From an optimization exercise on the open Yosys and OpenROAD flow, aimed at small area; shortcuts taken in it are not production practice. The RTL was checked by simulation tests, not by an equivalence proof against the original design. No activity file was given, so power comes from the tool's default toggle rates.

v15:
Design uart, start of the top module:
module uart (
  input        clk,
  input        rst,               
  input        en_16_x_baud,      
  input  [7:0] tx_data_in,
  input        tx_write_buffer,
  input        tx_reset_buffer,
  output       tx_serial_out,
  output       tx_buffer_full,
  output       tx_buffer_half_full,
  input        rx_serial_in,
  output [7:0] rx_data_out,
  input        rx_read_buffer,
  input        rx_reset_buffer,
  output       rx_buffer_data_present,
  output       rx_buffer_full,
  output       rx_buffer_half_full
);
Size in the first run: ~550 cells after synthesis, about 300 flip-flops, ~10000 um2 of cells after synthesis.
export LEC_CHECK = 0
export CAP_MARGIN = 20
export CORE_MARGIN = 2
export CORE_UTILIZATION = 40
export SLEW_MARGIN = 20
create_clock -name core_clock -period 5.0 [get_ports {clk}]
standard.sh (not shown) runs the stock make flow with config.mk's settings and CLKGATE_MAP_FILE= SYNTH_SCRIPT=/design/flow/synth_recipe.tcl, a recipe that flattens the netlist after the stock synthesis.
==> flow/flow/run.sh <==
#!/bin/bash
# Own layout flow: the standard ORFS flow (same make targets, same config.mk and
# flow settings, same synthesis script and register mapping), with three changes:
#  1. ABC maps the combinational logic with the area-oriented script flow/area.abc
#     instead of ORFS's delay-oriented one (ORFS's synth.tcl is used otherwise unchanged);
#  2. clock tree synthesis gets explicit clustering settings and no dummy loads;
#  3. the port buffers that buffer_ports inserts are sky130_fd_sc_hd__buf_1.
# Each tool's output goes to orfs/logs (ORFS's own logs) and to make.log here.
set -euo pipefail
W=$(pwd)
if [ -f flow/params.sh ]; then source flow/params.sh; fi
export FLOW_OWN_ABC="$W/flow/area.abc"
export CTS_ARGS="-sink_clustering_enable -repair_clock_nets -sink_clustering_size ${CTS_SIZE:-20} -sink_clustering_max_diameter ${CTS_DIAM:-50} -buf_list sky130_fd_sc_hd__clkbuf_${CTS_BUF:-8} -dont_use_dummy_load"
export BUFFER_PORTS_ARGS="-buffer_cell sky130_fd_sc_hd__buf_1"

# standard.sh's make command line, with our synthesis script in place of synth_recipe.tcl
cmd=$(grep '^make ' standard.sh)
cmd=${cmd//"SYNTH_SCRIPT=$W/synth_recipe.tcl"/"SYNTH_SCRIPT=$W/flow/synth.tcl"}
cmd=${cmd//'"${@:-finish}"'/finish}
echo "$cmd" > make_cmd.txt
eval "$cmd" > make.log 2>&1

results=$W/orfs/results/$FLOW_PLATFORM/uart/base
: # left out here: write the final layout as DEF
==> flow/flow/area.abc <==
strash
&get -n
&st
&dch -f
&nf -R 1000
&put
strash
&get -n
&st
&dch -f
&nf -R 1000
&put
strash
&get -n
&st
&dch -f
&nf -R 1000
&put
strash
&get -n
&st
&dch -f
&nf -R 1000
&put
==> flow/flow/params.sh <==
CTS_SIZE=16
CTS_DIAM=45
CTS_BUF=8
==> flow/flow/synth.tcl <==
# synth_recipe.tcl (the standard flow's synthesis), except that ORFS's synth.tcl is run with its ABC
# call using the script in $FLOW_OWN_ABC and without its adder mapping; everything else
# is ORFS's synth.tcl as it is.
proc synth {args} { yosys synth -nofsm -noshare {*}$args }
# no separate full/half-adder mapping: ABC maps the counters' logic with the rest
set ::env(ADDER_MAP_FILE) ""
set fh [open $::env(SCRIPTS_DIR)/synth.tcl]
set orfs_synth [read $fh]
close $fh
set from {log_cmd abc {*}$abc_args}
set to {log_cmd abc -script $::env(FLOW_OWN_ABC) {*}[lrange $abc_args 2 end]}
if {[string first $from $orfs_synth] < 0} { error "ORFS synth.tcl has no ABC call to replace" }
set orfs_synth [string map [list $from $to] $orfs_synth]
eval $orfs_synth
# left out here: clear keep_hierarchy, flatten, clean up, hide names made inside functions, write 1_2_yosys.v
Modified inputs, v16 compared to v15
# v15
export LEC_CHECK = 0
export CAP_MARGIN = 20
export CORE_MARGIN = 2
export CORE_UTILIZATION = 40
export SLEW_MARGIN = 20
create_clock -name core_clock -period 5.0 [get_ports {clk}]
# v16
export LEC_CHECK = 0
export CAP_MARGIN = 20
export CORE_MARGIN = 2
export CORE_UTILIZATION = 60
export PLACE_DENSITY = 0.8
export SLEW_MARGIN = 20
create_clock -name core_clock -period 5.0 [get_ports {clk}]
==> flow/flow/params.sh <==
CTS_SIZE=20
CTS_DIAM=70
CTS_BUF=8
## What came out
v16: no failed stages, no open violations at the end
On share of the cycle needed by the critical path after routing, v15 and v16 are basically level.
Relative to v15, v16 improves global-route wire length before repair.
Looking at total number of vias, v16 sits 48 above v15.
On final area, v16 does better than v15.
Input-level comparison between v49 and v16:
# v16
export LEC_CHECK = 0
export CAP_MARGIN = 20
export CORE_MARGIN = 2
export CORE_UTILIZATION = 60
export PLACE_DENSITY = 0.8
export SLEW_MARGIN = 20
create_clock -name core_clock -period 5.0 [get_ports {clk}]
# v49
export LEC_CHECK = 0
export CAP_MARGIN = 0
export CORE_MARGIN = 2
export CORE_UTILIZATION = 40
export SLEW_MARGIN = 0
create_clock -name core_clock -period 5.0 [get_ports {clk}]
removed: flow/flow/params.sh
### Flow results
v49: PASS, flow complete, no timing, DRC or antenna violations
Compared with v16, in v49 routed via count shows a reduction of about 1.1%, largest net degree at the start of global routing shows a reduction of 5, max-cap violation count essentially unchanged.
On number of tap instances, the lower figure sits with v16, not v49.
Compared with v16, in v49 number of global-route vias before repair now larger; area growth from synthesis to final layout up 2.5 points; fraction of the cycle the final worst path needs rose by 0.46 points.
Between v49 and v16, the global-route wire length before repair does not differ in any meaningful way.
Where hold slack is concerned, v16 is better than v49.
On maximum cell stage delay along the critical path, v16 and v49 are basically level.
Between v16 and v49, the part of the power in combinational logic is higher for v16.
What v23 does differently from v49 at the input level:
# v49
export LEC_CHECK = 0
export CAP_MARGIN = 0
export CORE_MARGIN = 2
export CORE_UTILIZATION = 40
export SLEW_MARGIN = 0
create_clock -name core_clock -period 5.0 [get_ports {clk}]
# v23
export LEC_CHECK = 0
export CAP_MARGIN = 20
export CORE_MARGIN = 2
export CORE_UTILIZATION = 40
export SLEW_MARGIN = 20
create_clock -name core_clock -period 5.0 [get_ports {clk}]
==> flow/flow/params.sh (new file) <==
CTS_SIZE=10
CTS_DIAM=40
CTS_BUF=4
==> run notes <==
- Result: PASS for each of v23 and v49
- Routed length on met1 (v23 vs. v49) increases slightly
- Comparing fraction of the cycle the final worst path needs for v23 and v49, the bigger number came from v23.
- Looking at final instance area across both flows, v23 is the stronger of the two, with v49 trailing.
- Number of antenna violations at the first check in global routing: lower on v49
- Comparing switching share of power for v23 and v49, the smaller number came from v49.
- Compared with v49, v23 shows met3 capacity usage during global routing higher by 0.61 points.
- Setup slack: v23 less than v49

what the ideal ports hide:
Ports are ideal in the flow. The routed layouts listed here were re-timed in OpenROAD.
Step 1, drivers: a clkbuf_16 drives clk and a buf_2 each remaining input, both assumed.
Step 2 moves the port delays by t, midway between the first and last clock arrival at a register: inputs arrive t later, outputs are due t later. That takes back most of the time a late clock gives input paths.
Slacks: no drivers / after step 1 / after step 2; pairs: no drivers / after step 1.
| run | shift t [ns] | slack for setup (ns) | worst hold slack (ns) | latest minus earliest clock arrival (ns) | cell pins on the clock port's net |
|---|---|---|---|---|---|
| v15 | 0.573 | 2.150 / 2.110 / 1.957 | 0.397 / 0.397 / 0.397 | 0.041 / 0.041 | 1 |
| v16 | 0.546 | 2.148 / 2.108 / 1.937 | 0.415 / 0.415 / 0.415 | 0.019 / 0.019 | 1 |
| v49 | 0.578 | 2.125 / 2.085 / 1.986 | 0.353 / 0.353 / 0.353 | 0.079 / 0.079 | 1 |
| v23 | 0.634 | 2.051 / 2.011 / 1.983 | 0.374 / 0.374 / 0.374 | 0.052 / 0.052 | 1 |
After both steps every run listed still meets setup and hold. The setup slack of v16, which loses most, moves by -0.040 ns with the drivers and by -0.211 ns with both steps.
